What follows belongs to an exercise in optimizing a design on an open flow for small area; a production flow would make more cautious choices.
The RTL was checked by simulation tests, not by an equivalence proof against the original design.
Power figures rest on the tool's default switching activity, not on a simulated workload.

$ cat flow/config.mk
export PLATFORM = sky130hd
export DESIGN_NAME = ddr4_access_top
export DESIGN_NICKNAME = ddr4_access_top
export VERILOG_FILES = /design/flow/design.v
export SDC_FILE = /design/flow/constraint.sdc
export NUM_CORES = 4
export LEC_CHECK = 0
export CAP_MARGIN = 20
export CORE_AREA = 10 10 290 290
export DIE_AREA = 0 0 300 300
export PLACE_DENSITY = 0.75
export SLEW_MARGIN = 20
$ cat flow/constraint.sdc
create_clock -name core_clock -period 5.0 [get_ports {pr_logic_clk_clk}]
set_input_delay 1.0000 -clock core_clock [delete_from_list [all_inputs] [get_ports {pr_logic_clk_clk}]]
set_output_delay 1.0000 -clock core_clock [all_outputs]
set_load 0.01 [all_outputs]
$ cat flow/design.v
`timescale 1 ps / 1 ps
`default_nettype none
module ddr4_access_top (
      input  wire         pr_logic_clk_clk,
      input  wire         iopll_locked,
      input  wire         pr_logic_mm_waitrequest,
      input  wire [511:0] pr_logic_mm_readdata,
      input  wire         pr_logic_mm_readdatavalid,
      output reg  [4:0]   pr_logic_mm_burstcount,
      output reg  [511:0] pr_logic_mm_writedata,
      output reg  [30:0]  pr_logic_mm_address,
      output reg          pr_logic_mm_write,
      output reg          pr_logic_mm_read,
      output reg  [63:0]  pr_logic_mm_byteenable,
      output reg          pr_logic_mm_debugaccess,
      input  wire         local_cal_success,
      input  wire         local_cal_fail,
      output wire         ddr4a_global_reset,
      output reg          pr_logic_reset,
      output reg          pr_logic_cra_waitrequest,
      output wire [31:0]  pr_logic_cra_readdata,
      output wire         pr_logic_cra_readdatavalid,
      input  wire [0:0]   pr_logic_cra_burstcount,
      input  wire [31:0]  pr_logic_cra_writedata,
      input  wire [13:0]  pr_logic_cra_address,
      input  wire         pr_logic_cra_write,
      input  wire         pr_logic_cra_read,
      input  wire [3:0]   pr_logic_cra_byteenable,
      input  wire         pr_logic_cra_debugaccess,
      input  wire         pr_logic_reset_reset_n
   );
   wire clk   = pr_logic_clk_clk;
   wire rst_n = pr_logic_reset_reset_n;
   reg cs1, cs2, cf1, cf2;
   always @(posedge clk or negedge rst_n) begin
      if (!rst_n) begin
         cs1 <= 1'b0; cs2 <= 1'b0; cf1 <= 1'b0; cf2 <= 1'b0;
      end else begin
         cs1 <= local_cal_success; cs2 <= cs1;
         cf1 <= local_cal_fail;    cf2 <= cf1;
      end
   end
   wire cal_success = cs2;
   wire cal_fail    = cf2;
   reg         first;           
   reg  [31:0] r1, r2, r4, r5, r6, r7;
   reg  [31:0] cnt_q;           
   reg         pass_d, sw_d;
   reg         cs_q, cf_q, iop_q;
   reg  [1:0]  err_q;
   reg  [31:0] rdata;
   reg         rvalid;
   reg         sw_reset;
   wire        pass, fail;
   wire        ddr_access_completed;
   reg         clear_start_operation;
   reg  [1:0]  pr_op_err;
   wire        addr_ok = ~|pr_logic_cra_address[13:5];
   wire [2:0]  ra      = pr_logic_cra_address[4:2];
   wire        wr_ok   = pr_logic_cra_write & addr_ok;
   function automatic [31:0] inc32(input [31:0] x, input ci);
      reg [32:0] c;
      integer i;
      begin
         c[0] = ci;
         for (i = 0; i < 32; i = i + 1)
            if ((i + 1) % 8 == 0) c[i+1] = ci & (&(x | ~((33'h1 << (i + 1)) - 33'h1)));
            else                c[i+1] = c[i] & x[i];
         inc32 = x ^ c[31:0];
      end
   endfunction
   function automatic [31:0] merge(input [31:0] old, input [31:0] wd, input [3:0] be);
      merge = { be[3] ? wd[31:24] : old[31:24],
                be[2] ? wd[23:16] : old[23:16],
                be[1] ? wd[15:8]  : old[15:8],
                be[0] ? wd[7:0]   : old[7:0] };
   endfunction
   always @(posedge clk or negedge rst_n) begin
      if (!rst_n) begin
         first <= 1'b1;
         r1 <= 32'h0;
         r2 <= 32'h0;
         r4 <= 32'hcab4_beef;
         r5 <= 32'hdab5_beef;
         r6 <= 32'hdad6_beef;
         r7 <= 32'hebb7_beef;
         rvalid <= 1'b0;
         sw_reset <= 1'b0;
      end else begin
         first <= 1'b0;
         if (wr_ok && ra == 3'd1)
            r1 <= merge(r1, pr_logic_cra_writedata, pr_logic_cra_byteenable);
         else if (!pr_logic_cra_write && (clear_start_operation || ddr_access_completed))
            r1[2] <= 1'b0;
         if (wr_ok && ra == 3'd2) r2 <= merge(r2, pr_logic_cra_writedata, pr_logic_cra_byteenable);
         if (wr_ok && ra == 3'd4) r4 <= merge(r4, pr_logic_cra_writedata, pr_logic_cra_byteenable);
         if (wr_ok && ra == 3'd5) r5 <= merge(r5, pr_logic_cra_writedata, pr_logic_cra_byteenable);
         if (wr_ok && ra == 3'd6) r6 <= merge(r6, pr_logic_cra_writedata, pr_logic_cra_byteenable);
         if (wr_ok && ra == 3'd7) r7 <= merge(r7, pr_logic_cra_writedata, pr_logic_cra_byteenable);
         rvalid <= pr_logic_cra_read;
         sw_reset <= r1[3];
      end
   end
   always @(posedge clk) begin
      cs_q   <= cal_success;
      cf_q   <= cal_fail;
      iop_q  <= iopll_locked;
      err_q  <= pr_op_err;
      pass_d <= pass;
      sw_d   <= sw_reset;
      if (first || sw_d) cnt_q <= 32'h0;
      else               cnt_q <= inc32(cnt_q, pass_d);
   end
   wire [7:0] sel;
   genvar gs;
   generate
      for (gs = 0; gs < 8; gs = gs + 1) begin : g_sel
         assign sel[gs] = addr_ok && (ra == gs);
      end
   endgenerate
   wire sel0_live = sel[0] & ~first;
   wire sel0_rst  = sel[0] & first;
   wire sel3_live = sel[3] & ~first;
   wire sel3_rst  = sel[3] & first;
   wire [31:0] reg0_live = {15'h0, iop_q, 2'b00, cf_q, cs_q, 2'b00, err_q, 8'h00};
   wire [31:0] rmux =
        ({32{sel0_live}} & reg0_live)   | ({32{sel[0]}} & 32'h0000_00ef) |
        ({32{sel0_rst}} & 32'hace0_be00) |
        ({32{sel[1]}} & r1) | ({32{sel[2]}} & r2) |
        ({32{sel3_live}} & cnt_q) | ({32{sel3_rst}} & 32'hbee3_beef) |
        ({32{sel[4]}} & r4) | ({32{sel[5]}} & r5) | ({32{sel[6]}} & r6) | ({32{sel[7]}} & r7) |
        ({32{~addr_ok}} & 32'haabb_ccdd);
   always @(posedge clk) rdata <= rmux;
   assign pr_logic_cra_readdata      = rdata;
   assign pr_logic_cra_readdatavalid = rvalid;
   always @(*) pr_logic_cra_waitrequest = first;
   wire [1:0]  mode        = r1[1:0];
   wire        start_operation = r1[2];
   wire        emif_reset  = r1[4];
   wire        load_seed   = r1[5];
   wire [7:0]  limit       = r1[15:8];
   wire [31:0] mem_addr    = r2;
   wire [31:0] seed        = r4;
   always @(*) pr_logic_reset = sw_reset | ~rst_n;
   reg start_operation_q, clear_pr_op_err;
   wire max_retry_cal_reached;
   always @(posedge clk or negedge rst_n) begin
      if (!rst_n) begin
         pr_op_err <= 2'b0; start_operation_q <= 1'b0; clear_pr_op_err <= 1'b0;
      end else if (sw_reset) begin
         pr_op_err <= 2'b0; start_operation_q <= 1'b0; clear_pr_op_err <= 1'b0;
      end else begin
         start_operation_q <= start_operation;
         clear_pr_op_err   <= ~start_operation_q & start_operation;
         if (clear_pr_op_err) pr_op_err <= 2'b0;
         else                 pr_op_err <= {fail, max_retry_cal_reached};
      end
   end
   reg [1:0] recal_counter;    
   reg [7:0] rst_counter;
   reg       gr_q, gr, emif_reset_q, emif_sw_reset;
   reg       start_recalibration, reset_recal_counter;
   assign max_retry_cal_reached = recal_counter[1];
   wire rst_blk_busy = ~rst_counter[7] | gr;
   assign ddr4a_global_reset = gr;
   always @(posedge clk or negedge rst_n) begin
      if (!rst_n) begin
         recal_counter <= 2'b0;
         rst_counter <= 8'b0;
         gr_q <= 1'b0; gr <= 1'b0; emif_reset_q <= 1'b0; emif_sw_reset <= 1'b0;
      end else begin
         if (sw_reset || reset_recal_counter) recal_counter <= 2'b0;
         else if (start_recalibration)        recal_counter <= {recal_counter[0], ~recal_counter[0]};
         if (start_recalibration || emif_sw_reset) rst_counter <= 8'b0;
         else                                      rst_counter <= inc32({24'h0, rst_counter}, ~rst_counter[7]);
         gr_q <= ~rst_counter[7];
         gr   <= gr_q;
         emif_reset_q  <= emif_reset;
         emif_sw_reset <= emif_reset & ~emif_reset_q;
      end
   end
   localparam [2:0] M_IDLE = 3'd0, M_CAL = 3'd1, M_WAIT = 3'd2, M_RETRY = 3'd3, M_DDR = 3'd4;
   reg [2:0] m_state, m_next;
   reg       start_traffic_generator;
   always @(*) begin
      m_next = M_IDLE;
      case (m_state)
         M_IDLE:
            if (start_operation && !ddr_access_completed && !max_retry_cal_reached) m_next = M_CAL;
            else m_next = M_IDLE;
         M_CAL:
            case ({cal_success, cal_fail})
               2'b00: m_next = M_WAIT;
               2'b01: m_next = max_retry_cal_reached ? M_IDLE : M_RETRY;
               2'b10: m_next = M_DDR;
               default: m_next = M_IDLE;
            endcase
         M_WAIT:
            if (!rst_blk_busy && (cal_success || cal_fail)) m_next = M_CAL;
            else m_next = M_WAIT;
         M_RETRY: m_next = M_WAIT;
         default: m_next = start_operation ? M_DDR : M_IDLE;
      endcase
   end
   always @(posedge clk or negedge rst_n) begin
      if (!rst_n) begin
         m_state <= M_IDLE;
         clear_start_operation <= 1'b0;
         start_recalibration <= 1'b0;
         start_traffic_generator <= 1'b0;
         reset_recal_counter <= 1'b0;
      end else if (sw_reset) begin
         m_state <= M_IDLE;
         clear_start_operation <= 1'b0;
         start_recalibration <= 1'b0;
         start_traffic_generator <= 1'b0;
         reset_recal_counter <= 1'b0;
      end else begin
         m_state <= m_next;
         clear_start_operation <= (m_next == M_IDLE && max_retry_cal_reached && cal_fail) ||
                                  (m_next == M_DDR && ddr_access_completed && start_operation);
         start_recalibration <= (m_next == M_RETRY);
         start_traffic_generator <= (m_next == M_DDR) && !(ddr_access_completed && start_operation);
         reset_recal_counter <= (m_next == M_CAL) && max_retry_cal_reached && cal_success;
      end
   end
   reg [31:0] lfsr;
   always @(posedge clk) begin
      if (sw_reset)        lfsr <= 32'b0;
      else if (first)      lfsr <= 32'h2300_0000;
      else if (load_seed)  lfsr <= seed;
      else lfsr <= {lfsr[0], lfsr[31], ~(lfsr[30] ^ lfsr[0]), lfsr[29:27],
                    ~(lfsr[26] ^ lfsr[0]), ~(lfsr[25] ^ lfsr[0]), lfsr[24:1]};
   end
   localparam [1:0] T_IDLE = 2'd0, T_ACTIVE = 2'd1, T_WAIT = 2'd2;
   reg  [1:0]  t_state, t_next;
   reg         start_traffic_generator_q;
   reg         completed_q;
   reg  [30:0] initial_addr;
   reg  [30:0] target_address;
   reg  [31:0] target_seed;      
   wire [30:0] lim_w    = {23'h0, limit};
   wire [30:0] carry_in = target_address ^ mem_addr[30:0] ^ lim_w;
   wire [30:0] carry_out = (mem_addr[30:0] & lim_w) | ((mem_addr[30:0] | lim_w) & ~target_address);
   wire        at_sum   = ~carry_in[0] & (carry_in[30:1] == carry_out[29:0]);
   wire        at_final = (mode == 2'b00) ? (target_address == 31'h003f_ffff) : at_sum;
   wire        start_ddr_wr_rd = (t_state != T_IDLE);
   assign      ddr_access_completed = completed_q;
   always @(*) begin
      case (t_state)
         T_IDLE:   t_next = (!(at_final && |target_address) && start_traffic_generator) ? T_ACTIVE : T_IDLE;
         T_ACTIVE: t_next = at_final ? T_IDLE : T_WAIT;
         default:  t_next = (pass | fail) ? T_ACTIVE : T_WAIT;
      endcase
   end
   always @(posedge clk or negedge rst_n) begin
      if (!rst_n) begin
         t_state <= T_IDLE;
         completed_q <= 1'b0;
         start_traffic_generator_q <= 1'b0;
      end else if (sw_reset) begin
         t_state <= T_IDLE;
         completed_q <= 1'b0;
         start_traffic_generator_q <= 1'b0;
      end else begin
         t_state <= t_next;
         completed_q <= !first && (t_next == T_IDLE) && at_final && |target_address;
         start_traffic_generator_q <= start_traffic_generator;
      end
   end
   always @(posedge clk) begin
      if (sw_reset || first)  target_address <= 31'b0;
      else if (!start_ddr_wr_rd) target_address <= initial_addr;
      else                    target_address <= inc32({1'b0, target_address}, pass | fail);
   end
   always @(posedge clk) initial_addr <= mem_addr[30:0];
   always @(posedge clk) begin
      if (pass || (start_traffic_generator && !start_traffic_generator_q))
         target_seed <= lfsr;
   end
   function automatic [511:0] expand(input [31:0] r);
      expand = {
         ~{r[31:10]},~{r[9:0],r[31:22]},~{r[21:0]},
         ~{r[31:10]},~{r[9:0],r[31:22]}, {r[21:0]},
         ~{r[31:10]}, {r[9:0],r[31:22]},~{r[21:0]},
         ~{r[31:10]}, {r[9:0],r[31:22]}, {r[21:0]},
          {r[31:10]},~{r[9:0],r[31:22]},~{r[21:0]},
          {r[31:10]},~{r[9:0],r[31:22]}, {r[21:0]},
          {r[31:10]}, {r[9:0],r[31:22]},~{r[21:0]},
          {r[31:10]}, {r[9:0],r[31:22]}, {r[21:0]} };
   endfunction
   localparam [3:0] D_IDLE = 4'd0, D_WR = 4'd1, D_WWD1 = 4'd2, D_WWD0 = 4'd3,
                    D_RD = 4'd4, D_WRA1 = 4'd5, D_WRA0 = 4'd6, D_WRD = 4'd7,
                    D_PASS = 4'd8, D_FAIL = 4'd9;
   reg  [3:0]  d_state, d_next;
   reg  [31:0] wr_seed;       
   reg  [31:0] ref_seed;      
   reg  [30:0] ref_addr;
   wire [511:0] ref_data;
   wire [511:0] wr_data;
   localparam [511:0] INV = expand(32'h0);
   wire [511:0] rd_adj = pr_logic_mm_readdata ^ INV;
   wire [31:0]  grp_ok;
   genvar gj;
   generate
      for (gj = 0; gj < 32; gj = gj + 1) begin : g_cmp
         localparam [511:0] POS = expand(32'h1 << gj) ^ INV;
         wire all1 = &(rd_adj | ~POS);
         wire all0 = ~|(rd_adj & POS);
         assign grp_ok[gj] = ref_seed[gj] ? all1 : all0;
      end
   endgenerate
   wire         rd_match = &grp_ok;
   always @(*) begin
      case (d_state)
         D_IDLE: d_next = start_ddr_wr_rd ? D_WR : D_IDLE;
         D_WR:   d_next = pr_logic_mm_waitrequest ? D_WWD1 : D_WWD0;
         D_WWD1, D_WWD0: d_next = pr_logic_mm_waitrequest ? D_WWD1 : D_RD;
         D_RD:   d_next = pr_logic_mm_waitrequest ? D_WRA1 : D_WRA0;
         D_WRA1, D_WRA0: d_next = pr_logic_mm_waitrequest ? D_WRA1 : D_WRD;
         D_WRD:  d_next = pr_logic_mm_readdatavalid ? (rd_match ? D_PASS : D_FAIL) : D_WRD;
         default: d_next = D_IDLE;
      endcase
   end
   always @(posedge clk or negedge rst_n) begin
      if (!rst_n)        d_state <= D_IDLE;
      else if (sw_reset) d_state <= D_IDLE;
      else               d_state <= d_next;
   end
   assign pass = (d_state == D_PASS);
   assign fail = (d_state == D_FAIL);
   always @(*) begin
      pr_logic_mm_write = (d_state == D_WR) || (d_state == D_WWD1);
      pr_logic_mm_read  = (d_state == D_RD) || (d_state == D_WRA1);
   end
   wire capture = (d_state == D_IDLE) && start_ddr_wr_rd;
   always @(posedge clk) begin
      wr_seed <= target_seed;
      if (capture) begin
         ref_seed <= target_seed;
         ref_addr <= target_address;
      end
   end
   assign ref_data = expand(ref_seed);
   assign wr_data  = expand(wr_seed);
   always @(*) begin
      pr_logic_mm_writedata   = wr_data;
      pr_logic_mm_address     = ref_addr;
      pr_logic_mm_byteenable  = {64{1'b1}};
      pr_logic_mm_burstcount  = 5'd1;
      pr_logic_mm_debugaccess = 1'b0;
   end
endmodule
$ cat flow/flow/run.sh
#!/bin/bash
# The standard ORFS layout (standard.sh), with these changes:
# - the smallest buffer (buf_1) on every input and output port;
# - pins on met2 and met4 at the top and bottom edges (met3 at the sides);
# - one tie cell per constant instead of one per constant output;
# - a clock tree of small buffers without dummy loads.
set -euo pipefail
export CTS_ARGS="-sink_clustering_enable -repair_clock_nets -dont_use_dummy_load -buf_list sky130_fd_sc_hd__clkbuf_8 -sink_clustering_size 15 -sink_clustering_max_diameter 50"
bash standard.sh "BUFFER_PORTS_ARGS=-buffer_cell sky130_fd_sc_hd__buf_1" "IO_PLACER_V=met2 met4" "SKIP_REPAIR_TIE_FANOUT=1" finish > flow_make.log 2>&1
$ cat flow/standard.sh
#!/bin/bash
# synth_recipe.tcl (not shown) runs the flow's synth.tcl, then flattens the netlist and writes it again
# the make line also repeats each setting of config.mk as NAME=value (left out here)
make -C /OpenROAD-flow-scripts/flow DESIGN_CONFIG=/design/flow/config.mk WORK_HOME=/design/flow/orfs CLKGATE_MAP_FILE= SYNTH_SCRIPT=/design/flow/synth_recipe.tcl "${@:-finish}"
==> impl_metrics.py, run 1 <==
metrics = {
    "routing": {
        "highest_layer": "met5",
        "drt_iter0_markers": 1914,
        "route.met3.wl_um": 11000,
        "detail_routed_net_length_per_standard_cell_um": 29.1,
        "post_drt_via_cell_ratio": 5.44,
        "post_route_ant_nets": 0,
        "vias": 22504,
        "firstDrtPassIters": 6,
        "routed_met2_length_um": 55700,
        "drt_drc_violations_left": 0,
        "totalWireLength_um": 120000,
        "routedLengthMet1_um": 45600,
    },
    "sta": {
        "rsz0062_at_grt": "false",
        "tightestPinTransition_ns": 1.19,
        "timing.final.hold_violations": 0,
        "post-route-period-util_pct": 71.2,
        "fmaxAchievable_mhz": 281,
        "timing.final.max_slew_violations": 0,
        "setup_total_negative_slack_ns": 0,
        "slew-limit-headroom_pct": 20.6,
        "worst_clock_skew_ns": 0.0879,
        "final.hold.worst_slack_ns": 0.341,
        "setup_viol": 0,
        "period_needed_ns": 3.56,
    },
    "pwr": {
        "worst_ir_drop_vdd_mv": 0.206,
        "pwr-share-seq_pct": 57.1,
        "power_frac_comb_pct": 17.8,
        "switching_power_summed_over_all_nets_uw": 2660,
        "p_leak_uw": 0.0107,
        "power_density_nw_per_um2": 292,
        "internal_power_uw": 5860,
        "p_clk_share_pct": 25.2,
        "totalPowerFinal_uw": 8520,
        "sw_frac_of_total_pct": 31.2,
    },
    "cts": {
        "hold_buffers": 0,
        "post_cts_setup_inserts": 0,
        "cts_made_buffers": 46,
        "cts.reportedPaths.clkPinSlew_ns": 0.09,
        "cts-resized-gates": 0,
        "cts-root-buf": "sky130_fd_sc_hd__clkbuf_8",
        "clock_insertion_delay_worst_skew_ns": 0.65,
        "clock_tree_from_tritoncts": "done",
        "cts_max_path_buffers": 3,
        "tritoncts_num_sinks": 524,
        "htree_levels": 2,
    },
    "global_route": {
        "grt_max_degree": 173,
        "gr-usage-all-layers_pct": 24.8,
        "grt_pass1_vias": 22287,
        "first_pass_grt_wire_length_um": 163000,
        "antenna_violations_before_repair": 48,
        "grt_overflow_total": 0,
    },
    "synth": {
        "post_synth_and_or_nand_nor_area_fraction_pct": 14.5,
        "post_synth_xor_area_fraction_pct": 1.47,
        "postSynthNetCount": 3092,
        "synth_area_leader_cell": "sky130_fd_sc_hd__dfxtp_1",
        "mappedNetlistArea_um2": 26800,
        "synth.yosys.seq_area_share_pct": 47.5,
        "average_size_of_a_mapped_cell_um2": 11.0,
        "yosys-top-cells-area": "sky130_fd_sc_hd__dfxtp_1 (15%), sky130_fd_sc_hd__buf_4 (15%), sky130_fd_sc_hd__dfrtp_1 (13%)",
        "yosys_warnings": 1,
        "ys_seq_elements": 524,
        "combinational_family_with_the_most_area_after_synthesis": "buffers and inverters",
        "asyncSetResetFlopFracSynth_pct": 44.3,
        "synth_mux_area_share_pct": 9.49,
        "post_synth_inst_count": 2427,
        "synth_compound_gate_area_share_pct": 5.98,
        "synth_ff_type": "sky130_fd_sc_hd__dfxtp_1",
        "yosys.area_share.adder_pct": 4.52,
        "fraction_of_post_synthesis_cell_area_in_the_top_cell_type_by_area_pct": 14.7,
        "synth_enable_flop_cells": 95,
        "ys_types": 65,
    },
    "setup_path": {
        "critPathCaptureType": "output port",
        "critPathRequiredTime_ns": 4.00,
        "startpoint": "wr_seed[21]",
        "worst-r2r-cell-count": 13,
        "cp-start-kind": "register",
        "worstSetupEndpoint": "pr_logic_mm_writedata[309]",
        "regToRegStartpoint": "d_state[1]",
        "critical_path_arrival_ns": 2.56,
        "r2r-end": "target_address[23]",
        "r2r_slack_ns": 1.80,
        "crit_path_category": "register to output port",
        "worstPathMaxFanout": 9,
    },
    "placement": {
        "dpl_cell_area_um2": 28500,
        "count_of_input_and_output_buffers": 1149,
        "routability_driven_placement_congestion_ratio": 1.01,
        "place_hpwl_um": 100000,
    },
    "floorplanning": {
        "die_h_um": 300,
        "initial_cell_density_of_the_core_pct": 34.5,
        "floorplan.rows": 102,
        "floorplan.core_area_um2": 77600,
        "die_area_um2": 90000,
        "io_pins": 1224,
        "die_width_um": 300,
    },
    "status": {
        "run_status": "complete, no violations",
    },
    "cells_and_area": {
        "final_nets": 3733,
        "synthesis_to_finish_area_growth_pct": 9.03,
        "design_area_um2": 29200,
        "layout-drive-gt1-share_pct": 7.40,
    },
    "worst_hold_path": {
        "min_path_type": "register to register",
    },
    "flow_run": {
        "cap_viol_max_count": 0,
    },
}
critical path: stages, from the launching register on:
cell and delay [ns]:
sky130_fd_sc_hd__dfxtp_1 0.98, sky130_fd_sc_hd__inv_1 0.67, sky130_fd_sc_hd__buf_1 0.29
Yosys cell counts (all sizes together), types with 73 or more instances:
library cell,number
nor4,85
dfstp,93
nor2,96
dfxtp,197
dfrtp,139
or4,96
nand4,153
buf,545
nand2,104
inv,73
edfxtp,95
mux2,191
ha,84
routing by layer:
metal | vias to the layer above | GRT usage, %
met5 | - | 0
met4 | 24 | 14.3
met3 | 548 | 7.78
met2 | 1440 | 39.8
met1 | 10837 | 29.0
li1 | 9655 | -
kinds of logic after synthesis:
kind of cell,Yosys count
fa+ha+maj,92
mux,230
simple gates,667
buf+inv,651
other cells,2
compound gates,216
flops,524
xor+xnor,45
placed cells by master, fill, tap and decap left out, types with 10 or more instances in the layout:
cell,synthesis,layout
sky130_fd_sc_hd__buf_1,11,1148
sky130_fd_sc_hd__dfxtp_1,197,197
sky130_fd_sc_hd__mux2_1,166,166
sky130_fd_sc_hd__nand4_1,153,153
sky130_fd_sc_hd__dfrtp_1,139,138
sky130_fd_sc_hd__nand2_1,104,104
sky130_fd_sc_hd__or4_1,96,96
sky130_fd_sc_hd__edfxtp_1,95,95
sky130_fd_sc_hd__dfstp_2,93,93
sky130_fd_sc_hd__nor4_1,85,85
sky130_fd_sc_hd__ha_1,84,84
sky130_fd_sc_hd__nor2_1,76,75
sky130_fd_sc_hd__inv_1,73,73
sky130_fd_sc_hd__a21oi_1,47,47
sky130_fd_sc_hd__a22oi_1,47,47
sky130_fd_sc_hd__clkbuf_8,0,46
sky130_fd_sc_hd__xnor2_1,40,40
sky130_fd_sc_hd__and2_1,39,39
sky130_fd_sc_hd__mux2i_1,39,39
sky130_fd_sc_hd__a221oi_1,33,33
sky130_fd_sc_hd__nand3_1,28,28
sky130_fd_sc_hd__diode_2,0,27
sky130_fd_sc_hd__mux2_2,25,25
sky130_fd_sc_hd__nor3_1,21,21
sky130_fd_sc_hd__buf_4,522,19
sky130_fd_sc_hd__o41ai_1,18,18
sky130_fd_sc_hd__nor2_4,12,13
sky130_fd_sc_hd__o21ai_0,10,10
metrics by stage:
stage | worst slack [ns] | instances | utilization (%)
finish | 1.44 | 4133 | 37.6
global route | 1.31 | 4131 | 37.6
CTS | 1.26 | 4104 | 37.5
detailed placement | 0.952 | 4058 | 36.7
global placement | 0.994 | 4058 | 36.7
floorplan | 0.814 | 2427 | -
registers in the layout, indices dropped and copies added (netlist names), 8 cells and up:
signal	cells
r2	32
target_address	31
ref_seed	32
r7	32
rdata	32
r4	32
ref_addr	31
r5	32
wr_seed	32
target_seed	32
lfsr	32
initial_addr	31
r1	32
r6	32
rst_counter	8
cnt_q	32
final cells by class:
class | count | area, um2
well taps | 1040 | 1300
multi-input cells | 1252 | 9680
inverters | 73 | 274
diodes | 27 | 67.6
clock buffers | 46 | 633
fillers | 7914 | 48400
flip-flops and latches | 524 | 12700
repair buffers | 1171 | 4530
worst min-delay path by stage:
stage / start / to / slack [ns] / cells past startpoint
finish: cf1 / cf2 / 0.34 / 0
global route: cf1 / cf2 / 0.35 / 0
CTS: cf1 / cf2 / 0.34 / 0
detailed placement: pr_op_err[1] / err_q[1] / 0.33 / 0
global placement: pr_op_err[0] / err_q[0] / 0.33 / 0
floorplan: pr_op_err[0] / err_q[0] / 0.32 / 0
power by group through the flow:
| stage | clock network, uW | logic [uW] | registers [uW] |
|---|---|---|---|
| 2_1_floorplan | 0 | 1070 | 4810 |
| 3_3_place_gp | 0 | 1480 | 4940 |
| 3_5_place_dp | 0 | 1500 | 4950 |
| 4_1_cts | 2220 | 1510 | 4860 |
| 5_1_grt | 2360 | 1630 | 4890 |
| 6_report | 2150 | 1510 | 4860 |
==> run 2: changes to the inputs <==
--- a/flow/flow/run.sh
+++ b/flow/flow/run.sh
@@ -6,4 +6,4 @@
 # - a clock tree of small buffers without dummy loads.
 set -euo pipefail
 export CTS_ARGS="-sink_clustering_enable -repair_clock_nets -dont_use_dummy_load -buf_list sky130_fd_sc_hd__clkbuf_8 -sink_clustering_size 15 -sink_clustering_max_diameter 50"
-bash standard.sh "BUFFER_PORTS_ARGS=-buffer_cell sky130_fd_sc_hd__buf_1" "IO_PLACER_V=met2 met4" "SKIP_REPAIR_TIE_FANOUT=1" finish > flow_make.log 2>&1
+bash standard.sh "BUFFER_PORTS_ARGS=-buffer_cell sky130_fd_sc_hd__buf_1" "IO_PLACER_V=met2 met4" "SKIP_REPAIR_TIE_FANOUT=1" "SKIP_ANTENNA_REPAIR=1" finish > flow_make.log 2>&1
==> impl_metrics.py, run 2 <==
metrics = {
    "global_route": {
        "grt_max_degree": 173,
        "first_pass_grt_wire_length_um": 163000,
        "grt_overflow_total": 0,
        "gr-usage-all-layers_pct": 24.8,
        "grt_pass1_vias": 22287,
    },
    "synth": {
        "post-synth-top-count-cell": "sky130_fd_sc_hd__buf_4",
        "synth.yosys.seq_area_share_pct": 47.5,
        "postSynthNetCount": 3092,
        "post_synth_inst_count": 2427,
        "synth_enable_flop_cells": 95,
        "ys_types": 65,
        "fraction_of_post_synthesis_cell_area_in_the_top_cell_type_by_area_pct": 14.7,
        "ys_seq_elements": 524,
        "synth.top_cells.by_count": "sky130_fd_sc_hd__buf_4 (522), sky130_fd_sc_hd__dfxtp_1 (197), sky130_fd_sc_hd__mux2_1 (166)",
        "yosys_warnings": 1,
        "average_size_of_a_mapped_cell_um2": 11.0,
        "synth_ff_type": "sky130_fd_sc_hd__dfxtp_1",
        "mappedNetlistArea_um2": 26800,
        "asyncSetResetFlopFracSynth_pct": 44.3,
        "yosys-top-cells-area": "sky130_fd_sc_hd__dfxtp_1 (15%), sky130_fd_sc_hd__buf_4 (15%), sky130_fd_sc_hd__dfrtp_1 (13%)",
        "synth_area_leader_cell": "sky130_fd_sc_hd__dfxtp_1",
    },
    "sta": {
        "fmaxAchievable_mhz": 273,
        "rsz0062_at_grt": "false",
        "timing.final.max_slew_violations": 0,
        "timing.final.ws_setup_ns": 1.34,
        "setup_viol": 0,
        "setup_total_negative_slack_ns": 0,
        "post-route-period-util_pct": 73.2,
        "slew-limit-headroom_pct": 25.7,
        "timing.final.hold_violations": 0,
        "period_needed_ns": 3.66,
        "worst_clock_skew_ns": 0.0874,
        "tightestPinTransition_ns": 1.11,
    },
    "floorplanning": {
        "io_pins": 1224,
        "initial_cell_density_of_the_core_pct": 34.5,
        "die_width_um": 300,
        "floorplan.core_area_um2": 77600,
        "die_h_um": 300,
        "die_area_um2": 90000,
        "floorplan.rows": 102,
    },
    "placement": {
        "routability_driven_placement_congestion_ratio": 1.01,
        "pre_cts_slack_ns": 0.952,
        "place_inst": 4058,
        "place_hpwl_um": 100000,
        "count_of_input_and_output_buffers": 1149,
    },
    "routing": {
        "totalWireLength_um": 120000,
        "vias": 22499,
        "post_route_ant_nets": 0,
        "drt_drc_violations_left": 0,
        "post_drt_via_cell_ratio": 5.41,
        "firstDrtPassIters": 8,
        "detail_routed_net_length_per_standard_cell_um": 28.9,
        "drt_iter0_markers": 1833,
    },
    "setup_path": {
        "r2r_slack_ns": 1.78,
        "crit_path_cell_trace": "inv_1 -> buf_1",
        "crit_path_top_delay_cell": "sky130_fd_sc_hd__dfxtp_1",
        "critPathRequiredTime_ns": 4.00,
        "crit_path_category": "register to output port",
        "cp-start-kind": "register",
        "timing.critical_path.slowest_cell_delay_ns": 1.04,
        "critical_path_arrival_ns": 2.66,
        "worstPathMaxFanout": 9,
        "critPathCaptureType": "output port",
    },
    "pwr": {
        "totalPowerFinal_uw": 8510,
        "power_density_nw_per_um2": 291,
        "worst_ir_drop_vdd_mv": 0.206,
        "p_leak_uw": 0.0107,
    },
    "cells_and_area": {
        "final_nets": 3733,
        "layout_commonest_cell": "sky130_fd_sc_hd__buf_1",
        "mostFrequentLayoutCells": "sky130_fd_sc_hd__buf_1 (1148), sky130_fd_sc_hd__dfxtp_1 (197), sky130_fd_sc_hd__mux2_1 (166)",
        "layout-drive-gt1-share_pct": 7.40,
        "finish.cell_count_without_fillers": 4155,
        "synthesis_to_finish_area_growth_pct": 9.24,
        "num-fill-cells": 7913,
    },
    "cts": {
        "cts-resized-gates": 0,
        "post_cts_setup_inserts": 0,
        "cts_made_buffers": 46,
        "clock_tree_from_tritoncts": "done",
        "hold_buffers": 0,
        "tritoncts_num_sinks": 524,
        "cts.reportedPaths.clkPinSlew_ns": 0.09,
        "clock_insertion_delay_worst_skew_ns": 0.65,
        "cts-root-buf": "sky130_fd_sc_hd__clkbuf_8",
        "htree_levels": 2,
        "cts_max_path_buffers": 3,
    },
    "flow_run": {
        "cap_viol_max_count": 0,
    },
    "worst_hold_path": {
        "min_path_type": "register to register",
    },
    "status": {
        "run_status": "complete, no violations",
    },
}
[run 2: cell count changes in the layout (fill, tap and decap cells not counted)]
cell,before,now
sky130_fd_sc_hd__diode_2,27,49
[run 2: logic make-up after synthesis]
logic type               synth area share [%]
AND/OR/NAND/NOR                          14.5
adder cells (fa/ha/maj)                  4.52
other                                  0.0280
multiplexers                             9.49
AO/OA/AOI/OAI                            5.98
XOR/XNOR                                 1.47
buffers and inverters                    16.5
flip-flops                               47.5
[run 2: final cells by class]
cell class                 instances  area (um2)  share of cell area, %
clock buffer                      46         633                   2.16
inverter                          73         274                  0.936
timing repair buffer            1171        4530                   15.5
sequential                       524       12700                   43.5
tap                             1040        1300                   4.45
antenna                           49         123                  0.419
multi-input combinational       1252        9680                   33.1
[run 2: worst paths after layout]
kind	start	cells after the start	endpoint
worst max-delay path	wr_seed[21]	2	pr_logic_mm_writedata[309]
worst min-delay path	cf1	0	cf2
worst max register to register	d_state[1]	13	target_address[23]
worst min register to register	cf1	0	cf2
max in group asynchronous	pr_logic_reset_reset_n	3	d_state[0]
min in group asynchronous	pr_logic_reset_reset_n	2	r2[26]
[run 2: through the flow]
stage | hold WS (ns) | utilization (%) | instance area (um2)
after floorplan | 0.324 | - | 26800
after global placement | 0.326 | 36.7 | 28500
after detailed placement | 0.331 | 36.7 | 28500
after CTS | 0.343 | 37.5 | 29100
after global routing | 0.352 | 37.6 | 29100
final | 0.341 | 37.7 | 29300
[run 2: routing by layer]
metal	track usage, %	wire, um	vias to the layer above
li1	-	-	9686
met1	29.0	45900	10901
met2	39.8	56100	1405
met3	7.78	10700	507
met4	14.3	7330	0
met5	0	0	-
[run 2: critical path, delay by kind of cell (launching register included)]
kind	cells	cell delay, ns
buffers and inverters	2	1.00
flip-flops	1	1.04
[run 2: power by group]
part | leakage [uW] | total (uW) | internal (uW) | switching, uW
Clock | 0.000331 | 2140 | 820 | 1320
Combinational | 0.00510 | 1510 | 464 | 1040
Sequential | 0.00528 | 4870 | 4580 | 289
Total | 0.0107 | 8510 | 5860 | 2650
==> run 3: changes to the inputs <==
==> flow/flow/run.sh (replaced) <==
#!/bin/bash
# The standard ORFS layout (standard.sh), with these changes:
# - the smallest buffer (buf_1) on every input and output port;
# - pins on met2 and met4 at the top and bottom edges (met3 at the sides);
# - one tie cell per constant instead of one per constant output;
# - a clock tree of small buffers without dummy loads.
set -euo pipefail
export CTS_ARGS="-sink_clustering_enable -repair_clock_nets -dont_use_dummy_load -buf_list {sky130_fd_sc_hd__clkbuf_8 sky130_fd_sc_hd__clkbuf_16} -root_buf sky130_fd_sc_hd__clkbuf_8 -tree_buf sky130_fd_sc_hd__clkbuf_8 -sink_clustering_buffer sky130_fd_sc_hd__clkbuf_16 -sink_clustering_size 25 -sink_clustering_max_diameter 60"
bash standard.sh "BUFFER_PORTS_ARGS=-buffer_cell sky130_fd_sc_hd__buf_1" "IO_PLACER_V=met2 met4" "SKIP_REPAIR_TIE_FANOUT=1" finish > flow_make.log 2>&1
==> impl_metrics.py, run 3 <==
metrics = {
    "status": {
        "run_status": "complete, no violations",
    },
    "cells_and_area": {
        "design_area_um2": 29300,
        "layout_commonest_cell": "sky130_fd_sc_hd__buf_1",
        "num-fill-cells": 7865,
        "final_nets": 3716,
        "mostFrequentLayoutCells": "sky130_fd_sc_hd__buf_1 (1148), sky130_fd_sc_hd__dfxtp_1 (197), sky130_fd_sc_hd__mux2_1 (166)",
        "multiInputGateArea_um2": 9680,
        "layout-drive-gt1-share_pct": 6.89,
        "register_area_um2": 12700,
        "synthesis_to_finish_area_growth_pct": 9.23,
    },
    "pwr": {
        "sw_frac_of_total_pct": 30.5,
        "worst_ir_drop_vdd_mv": 0.284,
        "p_leak_uw": 0.0107,
        "p_clk_share_pct": 26.1,
        "internal_power_uw": 6000,
        "pwr-share-seq_pct": 56.4,
        "power_frac_comb_pct": 17.5,
        "power_density_nw_per_um2": 295,
        "switching_power_summed_over_all_nets_uw": 2630,
    },
    "synth": {
        "ys_seq_elements": 524,
        "synth.yosys.seq_area_share_pct": 47.5,
        "mappedNetlistArea_um2": 26800,
        "postSynthNetCount": 3092,
        "post-synth-top-count-cell": "sky130_fd_sc_hd__buf_4",
        "yosys_warnings": 1,
        "average_size_of_a_mapped_cell_um2": 11.0,
        "asyncSetResetFlopFracSynth_pct": 44.3,
        "synth_ff_type": "sky130_fd_sc_hd__dfxtp_1",
        "synth_area_leader_cell": "sky130_fd_sc_hd__dfxtp_1",
        "yosys-top-cells-area": "sky130_fd_sc_hd__dfxtp_1 (15%), sky130_fd_sc_hd__buf_4 (15%), sky130_fd_sc_hd__dfrtp_1 (13%)",
        "synth.top_cells.by_count": "sky130_fd_sc_hd__buf_4 (522), sky130_fd_sc_hd__dfxtp_1 (197), sky130_fd_sc_hd__mux2_1 (166)",
        "ys_types": 65,
        "synth_enable_flop_cells": 95,
        "fraction_of_post_synthesis_cell_area_in_the_top_cell_type_by_area_pct": 14.7,
        "post_synth_inst_count": 2427,
    },
    "cts": {
        "cts_max_path_buffers": 3,
        "hold_buffers": 0,
        "post_cts_setup_inserts": 0,
        "cts.reportedPaths.clkPinSlew_ns": 0.07,
        "cts_made_buffers": 29,
        "clock_tree_from_tritoncts": "done",
        "tritoncts_num_sinks": 524,
        "htree_levels": 1,
        "cts-root-buf": "sky130_fd_sc_hd__clkbuf_8",
        "cts-resized-gates": 0,
        "clock_insertion_delay_worst_skew_ns": 0.73,
    },
    "sta": {
        "final.hold.worst_slack_ns": 0.329,
        "worst_clock_skew_ns": 0.0507,
        "slew-limit-headroom_pct": 24.7,
        "timing.final.max_slew_violations": 0,
        "post-route-period-util_pct": 73.2,
        "setup_total_negative_slack_ns": 0,
        "timing.final.ws_setup_ns": 1.34,
        "setup_viol": 0,
        "period_needed_ns": 3.66,
        "rsz0062_at_grt": "false",
        "timing.final.hold_violations": 0,
        "tightestPinTransition_ns": 1.13,
        "fmaxAchievable_mhz": 273,
    },
    "routing": {
        "detail_routed_net_length_per_standard_cell_um": 29.1,
        "post_drt_via_cell_ratio": 5.46,
        "vias": 22481,
        "drt_iter0_markers": 2155,
        "totalWireLength_um": 120000,
        "post_route_ant_nets": 0,
        "drt_drc_violations_left": 0,
        "firstDrtPassIters": 6,
    },
    "setup_path": {
        "worstPathMaxFanout": 9,
        "cp-start-kind": "register",
        "crit_path_category": "register to output port",
        "critical_path_arrival_ns": 2.66,
        "critPathCaptureType": "output port",
        "critPathRequiredTime_ns": 4.00,
    },
    "global_route": {
        "grt_overflow_total": 0,
        "gr-usage-all-layers_pct": 24.6,
        "grt_pass1_vias": 22091,
        "grt_max_degree": 173,
        "first_pass_grt_wire_length_um": 162000,
        "antenna_violations_before_repair": 47,
    },
    "worst_hold_path": {
        "min_path_type": "register to register",
    },
    "floorplanning": {
        "die_width_um": 300,
        "die_area_um2": 90000,
        "floorplan.rows": 102,
        "die_h_um": 300,
        "io_pins": 1224,
        "initial_cell_density_of_the_core_pct": 34.5,
        "floorplan.core_area_um2": 77600,
    },
    "placement": {
        "count_of_input_and_output_buffers": 1149,
        "routability_driven_placement_congestion_ratio": 1.01,
        "pre_cts_slack_ns": 0.952,
        "dpl_cell_area_um2": 28500,
        "place_hpwl_um": 100000,
    },
    "flow_run": {
        "cap_viol_max_count": 0,
    },
}
==> run 3: per-stage QoR <==
| stage | util (%) | std cells | power (uW) |
|---|---|---|---|
| 6_report | 37.7 | 4114 | 8630 |
| 5_1_grt | 37.7 | 4111 | 8990 |
| 4_1_cts | 37.6 | 4087 | 8680 |
| 3_5_place_dp | 36.7 | 4058 | 6450 |
| 3_3_place_gp | 36.7 | 4058 | 6420 |
| 2_1_floorplan | - | 2427 | 5880 |
==> run 3: final timing paths <==
check                                             from                    endpoint  slack (ns)  depth (start not counted)
worst max-delay path                       wr_seed[21]  pr_logic_mm_writedata[341]        1.34                          2
worst min-delay path                               cf1                         cf2        0.33                          0
worst max register to register              d_state[1]          target_address[23]        1.75                         13
worst min register to register                     cf1                         cf2        0.33                          0
max in group asynchronous       pr_logic_reset_reset_n                  d_state[1]        3.64                          3
min in group asynchronous       pr_logic_reset_reset_n                      r1[30]        0.35                          2
==> run 3: power by group through the flow <==
stage          Clock (uW)  Sequential [uW]  Combinational [uW]
6_report             2250             4860                1510
3_3_place_gp            0             4940                1480
4_1_cts              2310             4860                1510
2_1_floorplan           0             4810                1070
3_5_place_dp            0             4950                1500
5_1_grt              2460             4890                1640
==> run 3: cell families (layout without fill, tap and decap cells) <==
group | Yosys count | after routing | share of synthesized area, %
other | 2 | 27 | 0.0280
muxes | 230 | 230 | 9.49
xor gates and xnor gates | 45 | 45 | 1.47
and+or+nand+nor | 667 | 667 | 14.5
DFF | 524 | 524 | 47.5
buffers and inverters | 651 | 1273 | 16.5
AOI/OAI and AO/OA | 216 | 216 | 5.98
adders and majority gates | 92 | 92 | 4.52
==> run 3: routing by layer <==
metal  vias to the layer above  track usage, %  wire length [um]
met1                     10803            28.9             45100
li1                       9627               -                 -
met5                         -               0               188
met4                        28            12.7              7030
met2                      1491            40.1             56200
met3                       532            7.47             11300
==> run 3: layout make-up <==
cell class	count	area share, %
flip-flops and latches	524	43.5
multi-input cells	1252	33.1
repair buffers	1171	15.5
well taps	1040	4.45
clock buffers	29	2.36
inverters	73	0.936
diodes	25	0.214
==> run 3: critical path, stage by stage, from the launching register on <==
cell	delay [ns]
sky130_fd_sc_hd__dfxtp_1	1.01
sky130_fd_sc_hd__inv_1	0.68
sky130_fd_sc_hd__buf_1	0.28
==> run 4: changes to the inputs <==
--- a/flow/config.mk
+++ b/flow/config.mk
@@ -6,7 +6,7 @@
 export NUM_CORES = 4
 export LEC_CHECK = 0
 export CAP_MARGIN = 20
-export CORE_AREA = 10 10 290 290
-export DIE_AREA = 0 0 300 300
-export PLACE_DENSITY = 0.75
+export CORE_AREA = 10 10 270 270
+export DIE_AREA = 0 0 280 280
+export PLACE_DENSITY = 0.8
 export SLEW_MARGIN = 20
==> impl_metrics.py, run 4 <==
metrics = {
    "synth": {
        "synth_ff_type": "sky130_fd_sc_hd__dfxtp_1",
        "yosys-top-cells-area": "sky130_fd_sc_hd__dfxtp_1 (15%), sky130_fd_sc_hd__buf_4 (15%), sky130_fd_sc_hd__dfrtp_1 (13%)",
        "synth.yosys.seq_area_share_pct": 47.5,
        "average_size_of_a_mapped_cell_um2": 11.0,
        "mappedNetlistArea_um2": 26800,
        "ys_seq_elements": 524,
        "post_synth_inst_count": 2427,
        "fraction_of_post_synthesis_cell_area_in_the_top_cell_type_by_area_pct": 14.7,
        "asyncSetResetFlopFracSynth_pct": 44.3,
        "synth.top_cells.by_count": "sky130_fd_sc_hd__buf_4 (522), sky130_fd_sc_hd__dfxtp_1 (197), sky130_fd_sc_hd__mux2_1 (166)",
        "postSynthNetCount": 3092,
        "post-synth-top-count-cell": "sky130_fd_sc_hd__buf_4",
        "yosys_warnings": 1,
        "ys_types": 65,
        "synth_area_leader_cell": "sky130_fd_sc_hd__dfxtp_1",
        "synth_enable_flop_cells": 95,
    },
    "pwr": {
        "worst_ir_drop_vdd_mv": 0.269,
        "p_leak_uw": 0.0107,
        "totalPowerFinal_uw": 8680,
        "power_density_nw_per_um2": 298,
    },
    "sta": {
        "setup_viol": 0,
        "post-route-period-util_pct": 69.5,
        "rsz0062_at_grt": "false",
        "timing.final.hold_violations": 0,
        "tightestPinTransition_ns": 0.985,
        "slew-limit-headroom_pct": 33.9,
        "worst_clock_skew_ns": 0.0841,
        "final.hold.worst_slack_ns": 0.246,
        "timing.final.max_slew_violations": 0,
        "timing.final.ws_setup_ns": 1.52,
        "fmaxAchievable_mhz": 288,
        "setup_total_negative_slack_ns": 0,
        "period_needed_ns": 3.48,
    },
    "floorplanning": {
        "initial_cell_density_of_the_core_pct": 40.0,
        "io_pins": 1224,
        "floorplan.core_area_um2": 67000,
        "die_area_um2": 78400,
        "die_width_um": 280,
        "die_h_um": 280,
        "floorplan.rows": 95,
    },
    "routing": {
        "detail_routed_net_length_per_standard_cell_um": 30.5,
        "totalWireLength_um": 121000,
        "firstDrtPassIters": 8,
        "drt_iter0_markers": 2334,
        "drt_drc_violations_left": 0,
        "post_route_ant_nets": 0,
        "vias": 22417,
        "post_drt_via_cell_ratio": 5.66,
    },
    "cts": {
        "hold_buffers": 0,
        "cts.reportedPaths.clkPinSlew_ns": 0.10,
        "cts_made_buffers": 30,
        "post_cts_setup_inserts": 0,
        "cts_max_path_buffers": 3,
        "clock_insertion_delay_worst_skew_ns": 0.75,
        "clock_tree_from_tritoncts": "done",
        "cts-root-buf": "sky130_fd_sc_hd__clkbuf_8",
        "cts-resized-gates": 0,
        "htree_levels": 1,
        "tritoncts_num_sinks": 524,
    },
    "global_route": {
        "grt_max_degree": 128,
        "first_pass_grt_wire_length_um": 164000,
        "grt_pass1_vias": 21901,
        "antenna_violations_before_repair": 59,
        "grt_overflow_total": 0,
        "gr-usage-all-layers_pct": 28.8,
    },
    "placement": {
        "count_of_input_and_output_buffers": 1149,
        "place_hpwl_um": 102000,
        "pre_cts_slack_ns": 1.05,
        "routability_driven_placement_congestion_ratio": 1.04,
    },
    "setup_path": {
        "crit_path_category": "register to output port",
        "critPathCaptureType": "output port",
        "critPathRequiredTime_ns": 4.00,
        "worstPathMaxFanout": 9,
        "cp-start-kind": "register",
        "critical_path_arrival_ns": 2.48,
    },
    "cells_and_area": {
        "layout_commonest_cell": "sky130_fd_sc_hd__buf_1",
        "synthesis_to_finish_area_growth_pct": 8.66,
        "layout-drive-gt1-share_pct": 7.04,
        "multiInputGateArea_um2": 9680,
        "register_area_um2": 12700,
        "mostFrequentLayoutCells": "sky130_fd_sc_hd__buf_1 (1148), sky130_fd_sc_hd__dfxtp_1 (197), sky130_fd_sc_hd__mux2_1 (166)",
        "final_nets": 3720,
        "num-fill-cells": 6607,
    },
    "status": {
        "run_status": "complete, no violations",
    },
    "flow_run": {
        "cap_viol_max_count": 0,
    },
    "worst_hold_path": {
        "min_path_type": "primary input to async pin",
    },
}
[run 4: changes by cell type in the layout (fill, tap and decap cells not counted), sizes merged]
cell    change
diode      +10
buf         +3
clkbuf      +1
[run 4: worst max-delay path: stages, from the launching register on]
cell	delay, ns
sky130_fd_sc_hd__dfxtp_1	0.83
sky130_fd_sc_hd__inv_1	0.64
sky130_fd_sc_hd__buf_1	0.28
[run 4: layer usage]
metal  track usage, %  routed length, um  part of all wire [%]  up-vias
met1             34.3              45300                    38    10775
li1                 -                  -                     -     9645
met5             1.73                433                  0.36        -
met2             44.0              53100                    44     1439
met3             9.96              13200                    11      520
met4             17.4               8590                   7.1       38
[run 4: final cells by class]
| cell class | instances | area share, % |
|---|---|---|
| antenna | 35 | 0.301 |
| clock buffer | 30 | 2.46 |
| inverter | 73 | 0.941 |
| multi-input combinational | 1252 | 33.3 |
| sequential | 524 | 43.7 |
| tap | 873 | 3.75 |
| timing repair buffer | 1174 | 15.6 |
[run 4: logic make-up after synthesis]
logic type / after synthesis / share of synthesized area (%)
fa+ha+maj: 92 / 4.52
flops: 524 / 47.5
buf+inv: 651 / 16.5
simple gates: 667 / 14.5
compound gates: 216 / 5.98
other cells: 2 / 0.0280
mux: 230 / 9.49
xor+xnor: 45 / 1.47
[run 4: worst paths after layout]
check,to,depth (start not counted),start,slack (ns)
worst max-delay path,pr_logic_mm_writedata[66],2,wr_seed[2],1.52
worst min-delay path,r7[4],1,pr_logic_reset_reset_n,0.25
worst max register to register,target_address[23],12,d_state[3],1.89
worst min register to register,cs2,0,cs1,0.35
max in group asynchronous,d_state[1],2,pr_logic_reset_reset_n,3.35
min in group core_clock,cs2,0,cs1,0.35
[run 4: per-stage QoR]
step           utilization [%]  cell area (um2)  cells
6_report                  43.4            29100   3961
3_3_place_gp              42.2            28300   3895
5_1_grt                   43.4            29100   3953
2_1_floorplan                -            26800   2427
4_1_cts                   43.2            29000   3925
3_5_place_dp              42.2            28300   3895
[run 4: power breakdown]
| part | leakage, uW | internal [uW] | total, uW | switching [uW] |
|---|---|---|---|---|
| clock | 0.000355 | 996 | 2310 | 1310 |
| combinational | 0.00510 | 466 | 1550 | 1090 |
| sequential | 0.00528 | 4580 | 4820 | 246 |
==> run 5: changes to the inputs <==
==> flow/flow/run.sh (replaced) <==
#!/bin/bash
# The standard ORFS layout (standard.sh), with these changes:
# - the smallest buffer (buf_1) on every input and output port;
# - pins on met2 and met4 at the top and bottom edges (met3 at the sides);
# - one tie cell per constant instead of one per constant output;
# - a clock tree of small buffers without dummy loads.
set -euo pipefail
export CTS_ARGS="-sink_clustering_enable -dont_use_dummy_load -buf_list sky130_fd_sc_hd__clkbuf_8 -sink_clustering_size 17 -sink_clustering_max_diameter 55"
bash standard.sh "BUFFER_PORTS_ARGS=-buffer_cell sky130_fd_sc_hd__buf_1" "IO_PLACER_V=met2 met4" "SKIP_REPAIR_TIE_FANOUT=1" finish > flow_make.log 2>&1
--- a/flow/config.mk
+++ b/flow/config.mk
@@ -6,7 +6,7 @@
 export NUM_CORES = 4
 export LEC_CHECK = 0
 export CAP_MARGIN = 20
-export CORE_AREA = 10 10 270 270
-export DIE_AREA = 0 0 280 280
-export PLACE_DENSITY = 0.8
+export CORE_AREA = 10 10 290 290
+export DIE_AREA = 0 0 300 300
+export PLACE_DENSITY = 0.75
 export SLEW_MARGIN = 20
==> impl_metrics.py, run 5 <==
metrics = {
    "routing": {
        "totalWireLength_um": 120000,
        "post_route_ant_nets": 0,
        "firstDrtPassIters": 6,
        "drt_drc_violations_left": 0,
        "vias": 22564,
        "post_drt_via_cell_ratio": 5.47,
        "detail_routed_net_length_per_standard_cell_um": 29.1,
        "drt_iter0_markers": 2069,
    },
    "cells_and_area": {
        "mostFrequentLayoutCells": "sky130_fd_sc_hd__buf_1 (1148), sky130_fd_sc_hd__dfxtp_1 (197), sky130_fd_sc_hd__mux2_1 (166)",
        "layout_commonest_cell": "sky130_fd_sc_hd__buf_1",
        "num-fill-cells": 7894,
        "synthesis_to_finish_area_growth_pct": 8.71,
        "final_nets": 3727,
        "layout-drive-gt1-share_pct": 7.22,
    },
    "floorplanning": {
        "die_area_um2": 90000,
        "initial_cell_density_of_the_core_pct": 34.5,
        "die_h_um": 300,
        "floorplan.core_area_um2": 77600,
        "floorplan.rows": 102,
        "io_pins": 1224,
        "die_width_um": 300,
    },
    "pwr": {
        "switching_power_summed_over_all_nets_uw": 2640,
        "power_frac_comb_pct": 18.0,
        "totalPowerFinal_uw": 8400,
        "p_leak_uw": 0.0107,
        "worst_ir_drop_vdd_mv": 0.286,
        "sw_frac_of_total_pct": 31.4,
        "pwr-share-seq_pct": 57.9,
        "internal_power_uw": 5760,
        "p_clk_share_pct": 24.1,
        "power_density_nw_per_um2": 289,
    },
    "synth": {
        "fraction_of_post_synthesis_cell_area_in_the_top_cell_type_by_area_pct": 14.7,
        "ys_types": 65,
        "synth_area_leader_cell": "sky130_fd_sc_hd__dfxtp_1",
        "asyncSetResetFlopFracSynth_pct": 44.3,
        "synth.top_cells.by_count": "sky130_fd_sc_hd__buf_4 (522), sky130_fd_sc_hd__dfxtp_1 (197), sky130_fd_sc_hd__mux2_1 (166)",
        "yosys_warnings": 1,
        "average_size_of_a_mapped_cell_um2": 11.0,
        "post_synth_inst_count": 2427,
        "yosys-top-cells-area": "sky130_fd_sc_hd__dfxtp_1 (15%), sky130_fd_sc_hd__buf_4 (15%), sky130_fd_sc_hd__dfrtp_1 (13%)",
        "post-synth-top-count-cell": "sky130_fd_sc_hd__buf_4",
        "mappedNetlistArea_um2": 26800,
        "synth.yosys.seq_area_share_pct": 47.5,
        "ys_seq_elements": 524,
        "synth_enable_flop_cells": 95,
        "postSynthNetCount": 3092,
        "synth_ff_type": "sky130_fd_sc_hd__dfxtp_1",
    },
    "flow_run": {
        "cap_viol_max_count": 0,
    },
    "status": {
        "run_status": "complete, no violations",
    },
    "setup_path": {
        "timing.critical_path.slowest_cell_delay_ns": 1.02,
        "crit_path_category": "register to output port",
        "critical_path_s_top_delay_family": "flip-flops",
        "startpoint": "wr_seed[21]",
        "crit_path_cell_trace": "inv_1 -> buf_1",
        "cp-start-kind": "register",
        "critPathRequiredTime_ns": 4.00,
        "worstPathMaxFanout": 9,
        "critical_path_arrival_ns": 2.52,
        "regToRegStartpoint": "d_state[1]",
        "r2r-end": "target_address[23]",
        "crit_path_top_delay_cell": "sky130_fd_sc_hd__dfxtp_1",
        "critPathCaptureType": "output port",
        "worst-r2r-cell-count": 13,
        "r2r_slack_ns": 1.76,
        "cp.buffers_inverters": 2,
    },
    "sta": {
        "worst_clock_skew_ns": 0.0821,
        "rsz0062_at_grt": "false",
        "final.hold.worst_slack_ns": 0.344,
        "slew-limit-headroom_pct": 20.7,
        "period_needed_ns": 3.52,
        "timing.final.max_slew_violations": 0,
        "setup_viol": 0,
        "fmaxAchievable_mhz": 284,
        "timing.final.hold_violations": 0,
        "post-route-period-util_pct": 70.4,
        "tightestPinTransition_ns": 1.19,
        "setup_total_negative_slack_ns": 0,
    },
    "placement": {
        "count_of_input_and_output_buffers": 1149,
        "routability_driven_placement_congestion_ratio": 1.01,
        "place_hpwl_um": 100000,
    },
    "cts": {
        "htree_levels": 2,
        "post_cts_setup_inserts": 0,
        "tritoncts_num_sinks": 524,
        "clock_insertion_delay_worst_skew_ns": 0.61,
        "hold_buffers": 0,
        "cts_max_path_buffers": 3,
        "cts.reportedPaths.clkPinSlew_ns": 0.10,
        "cts_made_buffers": 40,
        "clock_tree_from_tritoncts": "done",
        "cts-resized-gates": 0,
        "cts-root-buf": "sky130_fd_sc_hd__clkbuf_8",
    },
    "global_route": {
        "gr-usage-all-layers_pct": 24.7,
        "first_pass_grt_wire_length_um": 163000,
        "grt_overflow_total": 0,
        "grt_pass1_vias": 22201,
        "antenna_violations_before_repair": 46,
        "grt_max_degree": 173,
    },
    "worst_hold_path": {
        "min_path_type": "register to register",
        "holdCritStartpoint": "cf1",
        "timing.hold.worst_endpoint": "cf2",
        "worstHoldPathCells": 0,
    },
}
[run 5: cell counts after synthesis]
No cell type changed its count.
[run 5: logic make-up (layout without fill, tap and decap cells)]
kind of cell             Yosys count  in the layout  synth area share [%]
adder cells (fa/ha/maj)           92             92                  4.52
multiplexers                     230            230                  9.49
XOR/XNOR                          45             45                  1.47
AND/OR/NAND/NOR                  667            667                  14.5
buffers and inverters            651           1284                  16.5
AO/OA/AOI/OAI                    216            216                  5.98
other                              2             27                0.0280
flip-flops                       524            524                  47.5
[run 5: worst max path at each step]
| stage | end | depth (start not counted) |
|---|---|---|
| 3_5_place_dp | r1[3] | 6 |
| 6_report | pr_logic_mm_writedata[341] | 2 |
| 5_1_grt | pr_logic_mm_writedata[322] | 2 |
| 2_1_floorplan | ref_addr[0] | 3 |
| 4_1_cts | pr_logic_mm_writedata[322] | 2 |
| 3_3_place_gp | r1[5] | 6 |
[run 5: through the flow]
stage	cell area, um2	worst slack, ns	instances	util, %
2_1_floorplan	26800	0.814	2427	-
3_3_place_gp	28500	0.994	4058	36.7
3_5_place_dp	28500	0.952	4058	36.7
4_1_cts	29000	1.26	4098	37.4
5_1_grt	29100	1.31	4122	37.5
6_report	29100	1.48	4125	37.5
[run 5: per-layer routing]
| metal | track usage, % | share of wire (%) |
|---|---|---|
| met5 | 0 | 0.15 |
| met4 | 13.6 | 6.6 |
| met3 | 7.82 | 9.6 |
| met2 | 40.0 | 46 |
| met1 | 28.8 | 37 |
[run 5: final cells by class]
cell class,instances,area [um2],area share [%]
Antenna cell,25,62.6,0.215
Clock buffer,40,551,1.89
Inverter,73,274,0.941
Multi-Input combinational cell,1252,9680,33.2
Sequential cell,524,12700,43.7
Tap cell,1040,1300,4.47
Timing Repair Buffer,1171,4530,15.6
[run 5: power groups by stage]
stage / sequential [uW] / combinational (uW) / clock, uW
2_1_floorplan: 4810 / 1070 / 0
3_3_place_gp: 4940 / 1480 / 0
3_5_place_dp: 4950 / 1500 / 0
4_1_cts: 4860 / 1510 / 2080
5_1_grt: 4890 / 1630 / 2220
6_report: 4860 / 1510 / 2030
==> run 6: changes to the inputs <==
==> flow/flow/run.sh (replaced) <==
#!/bin/bash
# The standard ORFS layout (standard.sh), with these changes:
# - the smallest buffer (buf_1) on every input and output port;
# - pins on met2 and met4 at the top and bottom edges (met3 at the sides);
# - one tie cell per constant instead of one per constant output;
# - a clock tree of small buffers without dummy loads.
set -euo pipefail
export CTS_ARGS="-sink_clustering_enable -repair_clock_nets -dont_use_dummy_load -buf_list sky130_fd_sc_hd__clkbuf_8 -sink_clustering_size 17 -sink_clustering_max_diameter 55"
bash standard.sh "BUFFER_PORTS_ARGS=-buffer_cell sky130_fd_sc_hd__buf_1" "IO_PLACER_V=met2 met4" "SKIP_REPAIR_TIE_FANOUT=1" finish > flow_make.log 2>&1
--- a/flow/config.mk
+++ b/flow/config.mk
@@ -5,8 +5,8 @@
 export SDC_FILE = /design/flow/constraint.sdc
 export NUM_CORES = 4
 export LEC_CHECK = 0
-export CAP_MARGIN = 20
+export CAP_MARGIN = 10
 export CORE_AREA = 10 10 290 290
 export DIE_AREA = 0 0 300 300
 export PLACE_DENSITY = 0.75
-export SLEW_MARGIN = 20
+export SLEW_MARGIN = 10
==> impl_metrics.py, run 6 <==
metrics = {
    "cells_and_area": {
        "finish.cell_count_without_fillers": 4124,
        "layout_commonest_cell": "sky130_fd_sc_hd__buf_1",
        "mostFrequentLayoutCells": "sky130_fd_sc_hd__buf_1 (1148), sky130_fd_sc_hd__dfxtp_1 (197), sky130_fd_sc_hd__mux2_1 (166)",
        "layout-drive-gt1-share_pct": 7.16,
        "synthesis_to_finish_area_growth_pct": 8.51,
        "num-fill-cells": 7907,
        "final_nets": 3725,
    },
    "setup_path": {
        "worst-r2r-cell-count": 13,
        "crit_path_top_delay_cell": "sky130_fd_sc_hd__dfxtp_1",
        "crit_path_cell_trace": "inv_1 -> buf_1",
        "worstSetupEndpoint": "pr_logic_mm_writedata[309]",
        "crit_path_category": "register to output port",
        "cp-start-kind": "register",
        "critPathCaptureType": "output port",
        "critical_path_arrival_ns": 2.51,
        "r2r-end": "target_address[23]",
        "r2r_slack_ns": 1.74,
        "worstPathMaxFanout": 9,
        "startpoint": "wr_seed[21]",
        "critPathRequiredTime_ns": 4.00,
        "regToRegStartpoint": "d_state[1]",
        "timing.critical_path.slowest_cell_delay_ns": 1.01,
    },
    "cts": {
        "cts_max_path_buffers": 3,
        "cts_made_buffers": 40,
        "cts.reportedPaths.clkPinSlew_ns": 0.10,
        "post_cts_setup_inserts": 0,
        "tritoncts_num_sinks": 524,
        "cts-root-buf": "sky130_fd_sc_hd__clkbuf_8",
        "clock_insertion_delay_worst_skew_ns": 0.61,
        "htree_levels": 2,
        "clock_tree_from_tritoncts": "done",
        "cts-resized-gates": 0,
        "hold_buffers": 0,
    },
    "floorplanning": {
        "die_width_um": 300,
        "die_h_um": 300,
        "initial_cell_density_of_the_core_pct": 34.5,
        "floorplan.rows": 102,
        "floorplan.core_area_um2": 77600,
        "io_pins": 1224,
        "die_area_um2": 90000,
    },
    "pwr": {
        "p_leak_uw": 0.0106,
        "worst_ir_drop_vdd_mv": 0.285,
        "power_density_nw_per_um2": 289,
    },
    "sta": {
        "period_needed_ns": 3.51,
        "worst_clock_skew_ns": 0.0827,
        "post-route-period-util_pct": 70.2,
        "tightestPinTransition_ns": 1.15,
        "timing.final.max_slew_violations": 0,
        "rsz0062_at_grt": "false",
        "setup_viol": 0,
        "slew-limit-headroom_pct": 23.2,
        "fmaxAchievable_mhz": 285,
        "setup_total_negative_slack_ns": 0,
        "timing.final.hold_violations": 0,
    },
    "global_route": {
        "met1_usage_pct": 28.8,
        "first_pass_grt_wire_length_um": 163000,
        "use_met3_pct": 7.82,
        "grt_max_degree": 173,
        "grt_pass1_vias": 22201,
        "grt_overflow_total": 0,
        "gr-usage-all-layers_pct": 24.7,
        "met2_usage_pct": 40.0,
        "global_routing_s_busiest_layer": "met2",
        "antenna_violations_before_repair": 46,
    },
    "routing": {
        "post_drt_via_cell_ratio": 5.45,
        "firstDrtPassIters": 8,
        "drt_iter0_markers": 1989,
        "drt_drc_violations_left": 0,
        "totalWireLength_um": 120000,
        "post_route_ant_nets": 0,
        "detail_routed_net_length_per_standard_cell_um": 29.1,
        "vias": 22487,
    },
    "flow_run": {
        "cap_viol_max_count": 0,
    },
    "synth": {
        "asyncSetResetFlopFracSynth_pct": 44.3,
        "synth_enable_flop_cells": 95,
        "synth_area_leader_cell": "sky130_fd_sc_hd__dfxtp_1",
        "postSynthNetCount": 3092,
        "synth.yosys.seq_area_share_pct": 47.5,
        "post_synth_inst_count": 2427,
        "ys_types": 65,
        "ys_seq_elements": 524,
        "post-synth-top-count-cell": "sky130_fd_sc_hd__buf_4",
        "synth.top_cells.by_count": "sky130_fd_sc_hd__buf_4 (522), sky130_fd_sc_hd__dfxtp_1 (197), sky130_fd_sc_hd__mux2_1 (166)",
        "yosys-top-cells-area": "sky130_fd_sc_hd__dfxtp_1 (15%), sky130_fd_sc_hd__buf_4 (15%), sky130_fd_sc_hd__dfrtp_1 (13%)",
        "yosys_warnings": 1,
        "average_size_of_a_mapped_cell_um2": 11.0,
        "synth_ff_type": "sky130_fd_sc_hd__dfxtp_1",
        "mappedNetlistArea_um2": 26800,
        "fraction_of_post_synthesis_cell_area_in_the_top_cell_type_by_area_pct": 14.7,
    },
    "placement": {
        "count_of_input_and_output_buffers": 1149,
        "place_hpwl_um": 100000,
        "routability_driven_placement_congestion_ratio": 1.01,
        "place_inst": 4058,
    },
    "status": {
        "run_status": "complete, no violations",
    },
    "worst_hold_path": {
        "min_path_type": "register to register",
        "holdCritStartpoint": "cf1",
    },
}
[run 6: changes by cell type in the layout (fill, tap and decap cells not counted), sizes merged]
cell / change
buf: -2
diode: +1
[run 6: logic make-up after synthesis]
| kind of cell | after synthesis | share of synthesized area, % |
|---|---|---|
| simple gates | 667 | 14.5 |
| buf+inv | 651 | 16.5 |
| other cells | 2 | 0.0280 |
| xor+xnor | 45 | 1.47 |
| flops | 524 | 47.5 |
| mux | 230 | 9.49 |
| fa+ha+maj | 92 | 4.52 |
| compound gates | 216 | 5.98 |
[run 6: worst max-delay path: cells and delay by family (launching register included)]
family | cells | cell delay, ns
DFF | 1 | 1.01
buffers and inverters | 2 | 0.92
[run 6: how the worst min path moves through the flow]
stage / end / cells after the start
after detailed placement: err_q[1] / 0
final: cf2 / 0
after CTS: cf2 / 0
after global placement: err_q[0] / 0
after floorplan: err_q[0] / 0
after global routing: cf2 / 0
[run 6: per-layer routing]
layer	part of all wire, %	up-vias
met1	38	10862
met3	9.4	542
met2	46	1416
met4	6.7	26
li1	-	9641
met5	0.15	-
[run 6: layout make-up]
cell class	instances	area [um2]	area share, %
well taps	1040	1300	4.48
multi-input cells	1252	9680	33.3
inverters	73	274	0.943
flip-flops and latches	524	12700	43.8
clock buffers	40	551	1.89
diodes	26	65.1	0.224
repair buffers	1169	4480	15.4
[run 6: where the power goes]
group | internal (uW) | total (uW) | switching, uW
registers | 4580 | 4870 | 289
logic | 456 | 1500 | 1050
clock network | 721 | 2020 | 1300
total | 5750 | 8390 | 2640
[run 6: stage by stage]
step	instance area [um2]	util (%)	hold slack (ns)	worst slack (ns)	power, uW
floorplan	26800	-	0.324	0.814	5880
global placement	28500	36.7	0.326	0.994	6420
detailed placement	28500	36.7	0.331	0.952	6450
CTS	29000	37.4	0.347	1.26	8440
global route	29100	37.4	0.355	1.31	8740
finish	29100	37.5	0.344	1.49	8390

==> static timing again, ports no longer ideal <==
How much do the figures lean on ideal ports? The routed layouts below were timed once more, with nothing changed but the port constraints. Step 1, drivers: a clkbuf_16 drives pr_logic_clk_clk and a buf_2 each remaining input, both assumed. Step 2 also shifts input and output timing later by t, the mid clock arrival at the registers, as if the neighbouring blocks saw the same clock. Slacks: no drivers / after step 1 / after step 2; pairs: no drivers / after step 1.
| run | t (ns) | setup WS [ns] | clock arrival spread, ns | worst register clock-pin slew, ns | pins driven straight from the clock port |
|---|---|---|---|---|---|
| run 1 | 0.653 | 1.440 / 1.390 / 0.908 | 0.089 / 0.088 | 0.10 / 0.10 | 1 |
| run 2 | 0.652 | 1.342 / 1.294 / 0.899 | 0.087 / 0.087 | 0.10 / 0.10 | 1 |
| run 3 | 0.747 | 1.342 / 1.298 / 0.887 | 0.056 / 0.056 | 0.10 / 0.10 | 1 |
| run 4 | 0.760 | 1.524 / 1.473 / 0.990 | 0.090 / 0.090 | 0.10 / 0.10 | 1 |
| run 5 | 0.624 | 1.478 / 1.429 / 0.967 | 0.100 / 0.100 | 0.11 / 0.11 | 1 |
| run 6 | 0.621 | 1.492 / 1.443 / 0.955 | 0.099 / 0.099 | 0.11 / 0.11 | 1 |
After both steps every run listed still meets setup and hold. For run 6, which loses most, drivers alone change the setup slack by -0.049 ns; drivers and shift together by -0.537 ns.
